Context: an optimization exercise on an open-source flow, tuned for small area. The choices shown serve that exercise and are no tape-out recipe.
The RTL was checked by simulation tests, not by an equivalence proof against the original design.
No driver is modelled on the clock port, so clocking that relies on it looks cheaper here than on a real chip.
No activity file was given, so power comes from the tool's default toggle rates.

== 10-05 ==
==> flow/design.v <==
module fifo_rdec (
    input rst, rd,
    input [3:0] a,
    output [15:0] sel,
    output hold
);
    wire g;
    wire [3:0] an, lo_n, hi_n;
    fifo_nor2b g_g (.a(rst), .b_n(rd), .y(g));
    fifo_nor2  g_h (.a(rd), .b(rst), .y(hold));
    genvar k;
    generate for (k = 0; k < 4; k = k + 1) begin : inv
        fifo_inv g_i (.a(a[k]), .y(an[k]));
    end endgenerate
    generate for (k = 0; k < 4; k = k + 1) begin : pre
        fifo_nand3 g_lo (.a(g), .b(k & 1 ? a[0] : an[0]), .c(k & 2 ? a[1] : an[1]), .y(lo_n[k]));
        fifo_nand2 g_hi (.a(k & 1 ? a[2] : an[2]), .b(k & 2 ? a[3] : an[3]), .y(hi_n[k]));
    end endgenerate
    generate for (k = 0; k < 16; k = k + 1) begin : fin
        fifo_nor2 g_s (.a(lo_n[k % 4]), .b(hi_n[k / 4]), .y(sel[k]));
    end endgenerate
endmodule
module fifo_nor2 (input a, b, output y);
    assign y = ~(a | b);
endmodule
module fifo_aoi222 (input a0, b0, a1, b1, a2, b2, output y);
    assign y = ~((a0 & b0) | (a1 & b1) | (a2 & b2));
endmodule
module fifo_ao5 (input [4:0] y, input a0, b0, a1, b1, output x);
    wire c1, c;
    fifo_and4  g_c1 (.a(y[0]), .b(y[1]), .c(y[2]), .d(y[3]), .y(c1));
    fifo_nand2 g_c  (.a(c1), .b(y[4]), .y(c));
    fifo_a221o g_x  (.a1(a0), .a2(b0), .b1(a1), .b2(b1), .c1(c), .x(x));
endmodule
module fifo_ctl (
    input rst, wr_en, rd_en,
    input [4:0] p,
    output full, empty, wr, rd,
    output [4:0] pn
);
    wire n4, up, dn, rst_n;
    wire a2, a3, a4, z2, z3, z4;
    wire [4:0] t, x;
    assign empty = p[4];
    fifo_nand4 g_n4 (.a(p[0]), .b(p[1]), .c(p[2]), .d(p[3]), .y(n4));
    fifo_nor2  g_fl (.a(n4), .b(p[4]), .y(full));
    fifo_nor2b g_wr (.a(full), .b_n(wr_en), .y(wr));
    fifo_nor2b g_rd (.a(p[4]), .b_n(rd_en), .y(rd));
    fifo_nor2b g_up (.a(rd), .b_n(wr), .y(up));
    fifo_nor2b g_dn (.a(wr), .b_n(rd), .y(dn));
    fifo_inv   g_rn (.a(rst), .y(rst_n));
    fifo_and2  g_a2 (.a(p[0]), .b(p[1]), .y(a2));
    fifo_and3  g_a3 (.a(p[0]), .b(p[1]), .c(p[2]), .y(a3));
    fifo_inv   g_a4 (.a(n4), .y(a4));
    fifo_nor2  g_z2 (.a(p[0]), .b(p[1]), .y(z2));
    fifo_nor3  g_z3 (.a(p[0]), .b(p[1]), .c(p[2]), .y(z3));
    fifo_nor4  g_z4 (.a(p[0]), .b(p[1]), .c(p[2]), .d(p[3]), .y(z4));
    fifo_or2   g_t0 (.a(up), .b(dn), .y(t[0]));
    fifo_mux2  g_t1 (.s(p[0]), .a1(up), .a0(dn), .y(t[1]));
    fifo_ao22  g_t2 (.a0(up), .b0(a2), .a1(dn), .b1(z2), .y(t[2]));
    fifo_ao22  g_t3 (.a0(up), .b0(a3), .a1(dn), .b1(z3), .y(t[3]));
    fifo_ao22  g_t4 (.a0(up), .b0(a4), .a1(dn), .b1(z4), .y(t[4]));
    genvar k;
    generate for (k = 0; k < 5; k = k + 1) begin : nx
        fifo_xnor2 g_x (.a(p[k]), .b(t[k]), .y(x[k]));
        fifo_nand2 g_n (.a(rst_n), .b(x[k]), .y(pn[k]));
    end endgenerate
endmodule
module fifo_inv   (input a, output y);             assign y = ~a;                endmodule
module fifo_nand2 (input a, b, output y);          assign y = ~(a & b);          endmodule
module fifo_nand4 (input a, b, c, d, output y);    assign y = ~(a & b & c & d);  endmodule
module fifo_nor2b (input a, b_n, output y);        assign y = ~(a | ~b_n);       endmodule
module fifo_nor3  (input a, b, c, output y);       assign y = ~(a | b | c);      endmodule
module fifo_nor4  (input a, b, c, d, output y);    assign y = ~(a | b | c | d);  endmodule
module fifo_and2  (input a, b, output y);          assign y = a & b;             endmodule
module fifo_and3  (input a, b, c, output y);       assign y = a & b & c;         endmodule
module fifo_or2   (input a, b, output y);          assign y = a | b;             endmodule
module fifo_xnor2 (input a, b, output y);          assign y = ~(a ^ b);          endmodule
module fifo_mux2  (input s, a1, a0, output y);     assign y = s ? a1 : a0;       endmodule
module fifo_ao22  (input a0, b0, a1, b1, output y); assign y = (a0 & b0) | (a1 & b1); endmodule
module fifo_nand3 (input a, b, c, output y);       assign y = ~(a & b & c);      endmodule
module fifo_and4  (input a, b, c, d, output y);    assign y = a & b & c & d;     endmodule
module fifo_a221o (input a1, a2, b1, b2, c1, output x); assign x = (a1 & a2) | (b1 & b2) | c1; endmodule
module sync_fifo #(parameter width=8, depth=16, addr_size=4)(
    input [width-1:0] data_in,
    input rst, clk, rd_en, wr_en,
    output fifo_full, fifo_empty,
    output [width-1:0] data_out
);
reg [4:0] p;
reg [7:0] ram [0:15];
reg [7:0] dout;
wire wr, rd;
wire [4:0] pn;
fifo_ctl u_ctl (.rst(rst), .wr_en(wr_en), .rd_en(rd_en), .p(p),
    .full(fifo_full), .empty(fifo_empty), .wr(wr), .rd(rd), .pn(pn));
assign data_out = dout;
always @(posedge clk)
    p <= pn;
integer i;
always @(posedge clk) begin
    if (wr) begin
        ram[0] <= data_in;
        for (i = 1; i < 16; i = i + 1)
            ram[i] <= ram[i-1];
    end
end
wire [15:0] sel;
wire hold;
fifo_rdec u_dec (.rst(rst), .rd(rd), .a(p[3:0]), .sel(sel), .hold(hold));
genvar b;
generate for (b = 0; b < 8; b = b + 1) begin : bitslice
    wire [4:0] y;
    fifo_aoi222 u0 (.a0(sel[0]),  .b0(ram[0][b]),  .a1(sel[1]),  .b1(ram[1][b]),  .a2(sel[2]),  .b2(ram[2][b]),  .y(y[0]));
    fifo_aoi222 u1 (.a0(sel[3]),  .b0(ram[3][b]),  .a1(sel[4]),  .b1(ram[4][b]),  .a2(sel[5]),  .b2(ram[5][b]),  .y(y[1]));
    fifo_aoi222 u2 (.a0(sel[6]),  .b0(ram[6][b]),  .a1(sel[7]),  .b1(ram[7][b]),  .a2(sel[8]),  .b2(ram[8][b]),  .y(y[2]));
    fifo_aoi222 u3 (.a0(sel[9]),  .b0(ram[9][b]),  .a1(sel[10]), .b1(ram[10][b]), .a2(sel[11]), .b2(ram[11][b]), .y(y[3]));
    fifo_aoi222 u4 (.a0(sel[12]), .b0(ram[12][b]), .a1(sel[13]), .b1(ram[13][b]), .a2(sel[14]), .b2(ram[14][b]), .y(y[4]));
    wire d;
    fifo_ao5 u5 (.y(y[4:0]), .a0(sel[15]), .b0(ram[15][b]), .a1(hold), .b1(dout[b]), .x(d));
    always @(posedge clk)
        dout[b] <= d;
end endgenerate
endmodule
Settings: LEC_CHECK=0, CAP_MARGIN=20, CORE_MARGIN=2, CORE_UTILIZATION=40, SLEW_MARGIN=20, SYNTH_HIERARCHICAL=1; clock period 4.0 ns.
standard.sh (not shown) runs the stock make flow with config.mk's settings and CLKGATE_MAP_FILE= SYNTH_SCRIPT=/design/flow/synth_recipe.tcl, a recipe that flattens the netlist after the stock synthesis.
==> flow/flow/run.sh <==
#!/bin/bash
# Standard ORFS layout, except: clock tree without dummy loads (they only
# balance skew between tree branches), and port buffers of the smallest size.
set -euo pipefail
export CTS_ARGS="-sink_clustering_enable -repair_clock_nets -dont_use_dummy_load -buf_list sky130_fd_sc_hd__clkbuf_4"
export BUFFER_PORTS_ARGS="-buffer_cell sky130_fd_sc_hd__buf_1"
export POST_FLOORPLAN_TCL="$PWD/flow/downsize.tcl"
export POST_CTS_TCL="$PWD/flow/postcts.tcl"
bash standard.sh finish > standard.log 2>&1
==> flow/flow/downsize.tcl <==
# After floorplan: every combinational cell that synthesis sized above drive
# strength 1 goes back to its _1 variant; the placement and routing repairs
# later upsize or buffer whatever then needs it for slew, load or timing.
set n 0
foreach inst [get_cells *] {
  set ref [get_property $inst ref_name]
  if { ![regexp {^(sky130_fd_sc_hd__[a-z0-9]+)_([0-9]+)$} $ref -> base drive] } { continue }
  if { $drive <= 1 } { continue }
  if { [regexp {__(df|dl|sdf|edf|sedf|clk|tap|fill|conb|dly|lpflow|probe)} $base] } { continue }
  if { [get_lib_cells -quiet */${base}_1] eq "" } { continue }
  replace_cell [get_full_name $inst] ${base}_1
  incr n
}
puts "downsize: $n cells set to drive strength 1"
==> flow/flow/postcts.tcl <==
# After CTS: a clkbuf_4 leaf whose sinks see a slow clock edge is swapped for
# a clkbuf_8, then the placement is legalised again.
estimate_parasitics -placement
set n 0
foreach inst [get_cells clkbuf_*] {
  if { [get_property $inst ref_name] ne "sky130_fd_sc_hd__clkbuf_4" } { continue }
  set net [get_nets -of_objects [get_pins [get_full_name $inst]/X]]
  set worst 0
  foreach l [get_pins -of_objects $net -filter "direction==input"] {
    set s [get_property $l slew_max]
    if { $s > $worst } { set worst $s }
  }
  if { $worst > 0.115 } {
    replace_cell $inst sky130_fd_sc_hd__clkbuf_8
    incr n
  }
}
puts "post-cts: upsized $n clock buffers"
if { $n > 0 } {
  detailed_placement
  estimate_parasitics -placement
}
What 05-20 does differently from 10-05 at the input level:
==> flow/design.v, changed modules only <==
module fifo_nand6 (input [5:0] y, output x);
    wire c;
    fifo_and4  g_c (.a(y[0]), .b(y[1]), .c(y[2]), .d(y[3]), .y(c));
    fifo_nand3 g_x (.a(c), .b(y[4]), .c(y[5]), .y(x));
endmodule
module fifo_aoi22 (input a0, b0, a1, b1, output y);
    assign y = ~((a0 & b0) | (a1 & b1));
endmodule
module sync_fifo #(parameter width=8, depth=16, addr_size=4)(
    input [width-1:0] data_in,
    input rst, clk, rd_en, wr_en,
    output fifo_full, fifo_empty,
    output [width-1:0] data_out
);
reg [4:0] p;
reg [7:0] ram [0:15];
reg [7:0] dout;
wire wr, rd;
wire [4:0] pn;
fifo_ctl u_ctl (.rst(rst), .wr_en(wr_en), .rd_en(rd_en), .p(p),
    .full(fifo_full), .empty(fifo_empty), .wr(wr), .rd(rd), .pn(pn));
assign data_out = dout;
always @(posedge clk)
    p <= pn;
integer i;
always @(posedge clk) begin
    if (wr) begin
        ram[0] <= data_in;
        for (i = 1; i < 16; i = i + 1)
            ram[i] <= ram[i-1];
    end
end
wire [15:0] sel;
wire hold;
fifo_rdec u_dec (.rst(rst), .rd(rd), .a(p[3:0]), .sel(sel), .hold(hold));
genvar b;
generate for (b = 0; b < 8; b = b + 1) begin : bitslice
    wire [5:0] y;
    fifo_aoi222 u0 (.a0(sel[0]),  .b0(ram[0][b]),  .a1(sel[1]),  .b1(ram[1][b]),  .a2(sel[2]),  .b2(ram[2][b]),  .y(y[0]));
    fifo_aoi222 u1 (.a0(sel[3]),  .b0(ram[3][b]),  .a1(sel[4]),  .b1(ram[4][b]),  .a2(sel[5]),  .b2(ram[5][b]),  .y(y[1]));
    fifo_aoi222 u2 (.a0(sel[6]),  .b0(ram[6][b]),  .a1(sel[7]),  .b1(ram[7][b]),  .a2(sel[8]),  .b2(ram[8][b]),  .y(y[2]));
    fifo_aoi222 u3 (.a0(sel[9]),  .b0(ram[9][b]),  .a1(sel[10]), .b1(ram[10][b]), .a2(sel[11]), .b2(ram[11][b]), .y(y[3]));
    fifo_aoi222 u4 (.a0(sel[12]), .b0(ram[12][b]), .a1(sel[13]), .b1(ram[13][b]), .a2(sel[14]), .b2(ram[14][b]), .y(y[4]));
    fifo_aoi22  u5 (.a0(sel[15]), .b0(ram[15][b]), .a1(hold), .b1(dout[b]), .y(y[5]));
    wire d;
    fifo_nand6  u6 (.y(y), .x(d));
    always @(posedge clk)
        dout[b] <= d;
end endgenerate
endmodule
// module fifo_ao5 removed
// module fifo_a221o removed
[compare] base=10-05 new=05-20: multi-input combinational area share moved down, via count of the first global-routing pass moved up. As far as sequential share of layout area is concerned, 10-05 and 05-20 perform about the same. The run showing the smaller met3 demand-to-capacity share in global routing is 10-05. Comparing 05-20 and 10-05, the higher remaining max-slew budget at the tightest pin was measured on 10-05. The area after synthesis reported for 05-20 is greater than that of 10-05 by about 0.6%. Switching part of the total in 05-20 is 0.16 points lower than in 10-05. On final area, 05-20 and 10-05 are neck and neck. Combinational power across 05-20 and 10-05: no real change. Per the comparison of 05-20 with 10-05, clock group power level; setup slack moved up; delay of the slowest cell on the worst path moved up; final critical path time including I/O delays and setup moved down; final routed wirelength across all metal layers moved up.

==> what the ideal ports hide <==
In the flow no input, the clock included, has a driving cell. The finished layouts below were timed again as built, in two steps.
Step 1 (the two cells are an assumption about what drives the block):
set clk [get_ports {clk}]
set_driving_cell -lib_cell sky130_fd_sc_hd__clkbuf_16 $clk
set_driving_cell -lib_cell sky130_fd_sc_hd__buf_2 [delete_from_list [all_inputs] $clk]
Step 2 adds t to the input delays and takes it off the output delays; t is the mean of the earliest and latest rising clock arrival at the registers after step 1. Input paths then give back, and output paths get back, about the clock's delay inside the block.
Slacks: ideal / step 1 / step 2; pairs: ideal / step 1.
run | t (ns) | setup WS [ns] | worst hold slack (ns) | worst data-port slew with drivers (ns) | pins driven straight from the clock port
10-05 | 0.420 | 1.498 / 1.507 / 1.087 | 0.436 / 0.436 / 0.436 | 0.03 | 1
05-20 | 0.424 | 1.516 / 1.527 / 1.103 | 0.424 / 0.424 / 0.424 | 0.03 | 1
After both steps setup and hold are still met in every run listed. For 05-20, which loses most, drivers alone change the setup slack by +0.011 ns; drivers and shift together by -0.413 ns.
